What follows belongs to an exercise in optimizing a design on an open flow for small area and a short achievable clock period; a production flow would make more cautious choices.
The RTL was checked by simulation tests, not by an equivalence proof against the original design.
Power and IR drop assume default switching activity.

## run 1
==> flow/design.v <==
module Slice(A, B, din, rA, rD,
             dx,
             aD, aB, aR, aL, aA,
             bD, bB, bR, bA,
             a, an, bn);
input  A, B, din, rA, rD;
input  dx;
input  aD, aB, aR, aL, aA;
input  bD, bB, bR, bA;
output a, an, bn;
wire an1, an2, bn1, bn2;
assign a = A ^ (din & dx);
AOI222 u0(din, aD, B, aB, rA, aR, an1);
AOI22  u1(rD, aL, a, aA, an2);
assign an = ~(an1 & an2);
AOI22  u2(din, bD, B, bB, bn1);
AOI22  u3(rA, bR, a, bA, bn2);
assign bn = ~(bn1 & bn2);
endmodule
module AOI222(a1, a2, b1, b2, c1, c2, y);
input  a1, a2, b1, b2, c1, c2;
output y;
assign y = ~((a1 & a2) | (b1 & b2) | (c1 & c2));
endmodule
module AOI22(a1, a2, b1, b2, y);
input  a1, a2, b1, b2;
output y;
assign y = ~((a1 & a2) | (b1 & b2));
endmodule
module GS(a3,a2,a1,a0,
          b3,b2,b1,b0);
input  a3,a2,a1,a0;
output b3,b2,b1,b0;
wire x23 = a2 ^ a3;
assign b0 = ~(a0 | a1) ^ x23;
assign b1 = (a0 & ~(a1 ^ a2)) ^ x23;
assign b2 = a1 ^ a2 ^ (a3 & (a0 ^ (a1 & ~a2)));
assign b3 = a0 ^ (a3 & (a1 ^ (a0 & a2)));
endmodule
module LDMAC(clk,rst,
             load_s1,load_s2,
             load_k,
             load_m,
             din,
             dout,
             dout_valid,
             done);
input            clk,rst;
input            load_s1,load_s2;
output reg       load_k;
output reg       load_m;
input     [63:0] din;
output    [63:0] dout;
output reg       dout_valid;
output reg       done;
localparam [5:0] F12 = 6'd60;
localparam [5:0] F27 = 6'd5;
reg s2A;     
reg xph;     
reg sw;      
reg pf;      
reg pm;      
reg em;      
reg kb;      
reg kl;      
wire X1  = xph & ~s2A;
wire X2  = xph & s2A;
wire P1  = pm & ~s2A;
wire P2  = pm & s2A;
wire P1F = pf & ~s2A;
wire P2F = pf & s2A;
wire KA1 = kl & ~kb & ~s2A;
wire KA2 = kl & ~kb & s2A;
wire KB1 = kb & ~s2A;
wire KB2 = kb & s2A;
wire E1  = em & ~kb & ~s2A;
wire E2  = em & ~kb & s2A;
wire E1F = sw & ~xph & ~pf & ~s2A;
wire E2F = sw & ~xph & ~pf & s2A;
reg [2:0] blok;
wire bu  = (blok == 3'd7);
wire [5:0] rc;
wire t12 = (r == F12);
wire t27 = (r == F27);
wire lfsr_clr = X2 | KA1 | KA2 | P1F | P2F | E1F | E2F;
wire nX1  = ~rst & (P2F | E2F) | rst;
wire nX2  = ~rst & X1;
wire nP1  = ~rst & ((X2 & ~bu) | (P1 & ~t12));
wire nP1F = ~rst & P1 & t12;
wire nP2  = ~rst & (P1F | (P2 & ~t12));
wire nP2F = ~rst & P2 & t12;
wire nKA1 = ~rst & X2 & bu;
wire nKB1 = ~rst & KA1;
wire nE1  = ~rst & (KB1 | (E1 & ~t27));
wire nE1F = ~rst & E1 & t27;
wire nKA2 = ~rst & E1F;
wire nKB2 = ~rst & KA2;
wire nE2  = ~rst & (KB2 | (E2 & ~t27));
wire nE2F = ~rst & E2 & t27;
wire n2  = nX2 | nP2 | nP2F | nKA2 | nKB2 | nE2 | nE2F;    
wire nsw = nX1 | nX2 | nP1F | nP2F | nE1F | nE2F;          
wire npk = nP1 | nP2 | nKA1 | nKA2;                        
wire nrp = nP1 | nP2 | nKB1 | nKB2 | nE1 | nE2;            
wire nem = nKB1 | nKB2 | nE1 | nE2;                        
wire nsx = nX1 | nX2 | nE1F | nE2F;                        
wire npf = nP1F | nP2F;                                    
reg d1, d2;      
reg w1, w2;      
reg r1, r2;      
reg e1, e2;      
reg h1;          
reg x1, x2;      
reg f1, f2;      
reg q1, q2;      
always @(posedge clk) begin
    d1 <= (nsw & n2) | (npk & ~n2);
    d2 <= (nsw & ~n2) | (npk & n2);
    w1 <= nsw & ~n2;  w2 <= nsw & n2;
    r1 <= nrp & ~n2;  r2 <= nrp & n2;
    e1 <= nem & ~n2;  e2 <= nem & n2;
    h1 <= nsw ^ n2;
    x1 <= nsx & ~n2;  x2 <= nsx & n2;
    f1 <= npf & ~n2;  f2 <= npf & n2;
    q1 <= ~nsw & n2;  q2 <= ~nsw & ~n2;
end
always @(posedge clk) begin
    s2A <= nX2 | nP2 | nP2F | nKA2 | nKB2 | nE2 | nE2F;
    xph <= nX1 | nX2;
    sw  <= nX1 | nX2 | nP1F | nP2F | nE1F | nE2F;
    pf  <= nP1F | nP2F;
    pm  <= nP1 | nP2;
    em  <= nKB1 | nKB2 | nE1 | nE2;
    kb  <= nKB1 | nKB2;
    kl  <= nKA1 | nKB1 | nKA2 | nKB2;
end
always @(posedge clk) begin
    dout_valid <= ~rst & (E1 | E2) & t27;
    done       <= ~rst & E2 & t27;
    load_k     <= ~rst & ((X2 & bu) | KA1 | E1F | KA2);
    load_m     <= X2;
    blok       <= rst ? 3'd0 : blok + {2'd0, X2};
end
reg [5:0] r;
assign rc = {r[4:0], ~(r[5] ^ r[4])};
always @(posedge clk) begin
    r <= lfsr_clr ? 6'd0 : rc;
end
reg  [127:0] k;
wire [127:0] kuo;
assign kuo = {k[17:16], k[31:18], k[11:0], k[15:12], k[127:32]};
always @(posedge clk) begin
    if (kl) k[63:0] <= din;
    else    k[63:0] <= kuo[63:0];
    if (kb) k[127:64] <= k[63:0];
    else    k[127:64] <= kuo[127:64];
end
wire [31:0] kw  = kb ? din[31:0] : k[63:32];
wire [31:0] ck;
assign ck[15:0]  = {16{~em}} | kw[15:0];
assign ck[31:16] = {16{em}} & kw[31:16];
wire nrst = ~rst;
reg  [63:0] A, B;
wire [63:0] a, an, bn, rA, rD;
wire dx = rst | xph;                               
wire aD = rst ? load_s1 : ((load_s1 & d1) | (load_s2 & d2));    
wire aB = nrst & ((w2 & ~load_s1) | (w1 & ~load_s2));        
wire aR = nrst & ((r1 & ~load_s1) | (r2 & ~load_s2));        
wire aL = nrst & ((e1 & load_s1) | (e2 & load_s2));          
wire aA = ~(aD | aB | aR | aL);                              
wire bD = (nrst & h1) ? load_s1 : load_s2;                   
wire bA = nrst & ((x1 & ~load_s1) | (x2 & ~load_s2));        
wire bR = nrst & ((f1 & ~load_s1) | (f2 & ~load_s2));        
wire bB = rst ? ~load_s2 : ((q1 & ~load_s1) | (q2 & ~load_s2));    
wire [63:0] pA, pD;
genvar i, m;
generate
    for (i = 0; i < 16; i = i + 1) begin : g_sb
        wire [3:0] sa, sd;
        GS sbA(A[4*i+3],   A[4*i+2],   A[4*i+1],   A[4*i],   sa[3], sa[2], sa[1], sa[0]);
        GS sbD(din[4*i+3], din[4*i+2], din[4*i+1], din[4*i], sd[3], sd[2], sd[1], sd[0]);
        for (m = 0; m < 4; m = m + 1) begin : g_pm
            assign pA[4*(4*((m-i+16)%4) + i/4) + m] = sa[m];
            assign pD[4*(4*((m-i+16)%4) + i/4) + m] = sd[m];
        end
    end
endgenerate
wire [63:0] cv;
generate
    for (i = 0; i < 16; i = i + 1) begin : g_cv
        assign cv[4*i]   = ck[i];
        assign cv[4*i+1] = ck[16+i];
        assign cv[4*i+2] = 1'b0;
        assign cv[4*i+3] = (i < 6) ? rc[i] : (i == 15);
    end
endgenerate
assign rA = pA ^ cv;
assign rD = pD ^ cv;
generate
    for (i = 0; i < 64; i = i + 1) begin : g_bit
        Slice sl(A[i], B[i], din[i], rA[i], rD[i],
                 dx,
                 aD, aB, aR, aL, aA,
                 bD, bB, bR, bA,
                 a[i], an[i], bn[i]);
    end
endgenerate
always @(posedge clk) begin
    A <= an;
    B <= bn;
end
assign dout = A;
endmodule
clock: 5.0 ns
lec_check: 0
cap_margin: 20
core_margin: 2
core_utilization: 35
cts_cluster_diameter: 100
cts_cluster_size: 20
setup_slack_margin: 3.0
slew_margin: 20
synth_hierarchical: 1
tns_end_percent: 2
standard.sh (not shown) runs the stock make flow with config.mk's settings and CLKGATE_MAP_FILE= SYNTH_SCRIPT=/design/flow/synth_recipe.tcl, a recipe that flattens the netlist after the stock synthesis.
==> flow/flow/run.sh <==
#!/bin/bash
set -euo pipefail
export BUFFER_PORTS_ARGS="-buffer_cell sky130_fd_sc_hd__buf_2"
bash standard.sh ABC_LOAD_IN_FF=2 finish > standard_flow.log 2>&1
Edits applied to the flow inputs when going from run 1 to run 2:
Settings: a change of TNS_END_PERCENT from 2 to 0.
Results
- Area added between synthesis and finish, run 1 and run 2: higher on run 1
- In the final design statistics, run 2 uses fewer standard cells in total than run 1.
- Diff run 1 and run 2: share of total power in the clock network lower in run 2
- Run 2 ended up with reg -> reg as its path type of the worst setup path; run 1 ended up with in -> reg.
- Any difference in post-route minimum period between run 1 and run 2 is small enough to ignore.
- Compared with run 1, run 2 shows final-layout clock-cell area share lower by 0.18 points.
- Final total power for run 2 is lower than for run 1.
--- input diff run 2..run 3 ---
Settings: CORE_UTILIZATION: 35 -> 40.
Findings:
- Higher cell area among run 3 and run 2: run 3
- NOTE average routed wire per standard cell run 2->run 3 increased by a few percent
- Run 3 has completed all stages; timing, DRC and antenna checks passed.
- In run 3 relative to run 2, maximum ir drop on the vdd rail had gone up by more than a quarter.
- Route | run 3 vs run 2 | wire longer in run 3
- The layout net count in run 3 was higher than what run 2 gave.
- Against run 2, run 3 reports a switching component of the power that is higher.
Changes in run 4 relative to run 3:
Settings: swapping 40 for 30 in CORE_UTILIZATION.
- As far as number of CTS-inserted buffers goes, run 4 and run 3 are indistinguishable; the numbers are identical.
- From run 3 to run 4 the numbers moved as follows: relative slew slack went down, post-synthesis sequential area ratio did not really move, combinational cell fraction of total power went up.
- Run 4 vs run 3: die extent in y up by more than 10%
- Global-route wire length before repair, run 3 and run 4: higher on run 4
- Proportion of cell area occupied by registers: run 4 vs run 3, no meaningful difference
Input changes introduced in run 5 (baseline for comparison: run 4):
Settings: CTS_CLUSTER_DIAMETER now 150, was 100; CORE_UTILIZATION now 35, was 30; CTS_CLUSTER_SIZE now 25, was 20.
### Flow results
Beginning of the critical path = load_s2: run 4; beginning of the critical path = rst: run 5
For run 4, the cell with the largest stage delay on the worst path was buf_8, unlike run 5, where it was a21boi_2.
Run 4 → run 5: final area dropped about 4%; post-route core utilization went up; final HPWL from detailed placement lower.
Compare run 5 and run 4 | global-route met1 utilization higher: run 5

[what the ideal ports hide]
No port has a modelled driver above. Below, the same layouts with a new extraction and two added sets of constraints. Step 1: set_driving_cell puts a clkbuf_16 on clk and a buf_2 on each other input, an assumption about the parent block. Step 2 adds t to the input delays and takes it off the output delays; t is the mean of the earliest and latest rising clock arrival at the registers after step 1. Input paths then give back, and output paths get back, about the clock's delay inside the block. Three values: no drivers, after step 1, after step 2; two values: the first two.
run	shift t [ns]	setup slack, ns	clock arrival spread, ns	worst slew at a driven data input, ns
run 1	0.575	2.881 / 2.857 / 2.339	0.036 / 0.035	0.06
run 2	0.583	2.879 / 2.833 / 2.340	0.029 / 0.028	0.07
run 3	0.570	2.925 / 2.869 / 2.393	0.036 / 0.035	0.06
run 4	0.572	2.963 / 2.908 / 2.416	0.020 / 0.021	0.09
run 5	0.558	2.897 / 2.859 / 2.357	0.046 / 0.046	0.07
After both steps every run listed still meets setup and hold. The setup slack of run 4, which loses most, moves by -0.055 ns with the drivers and by -0.547 ns with both steps.
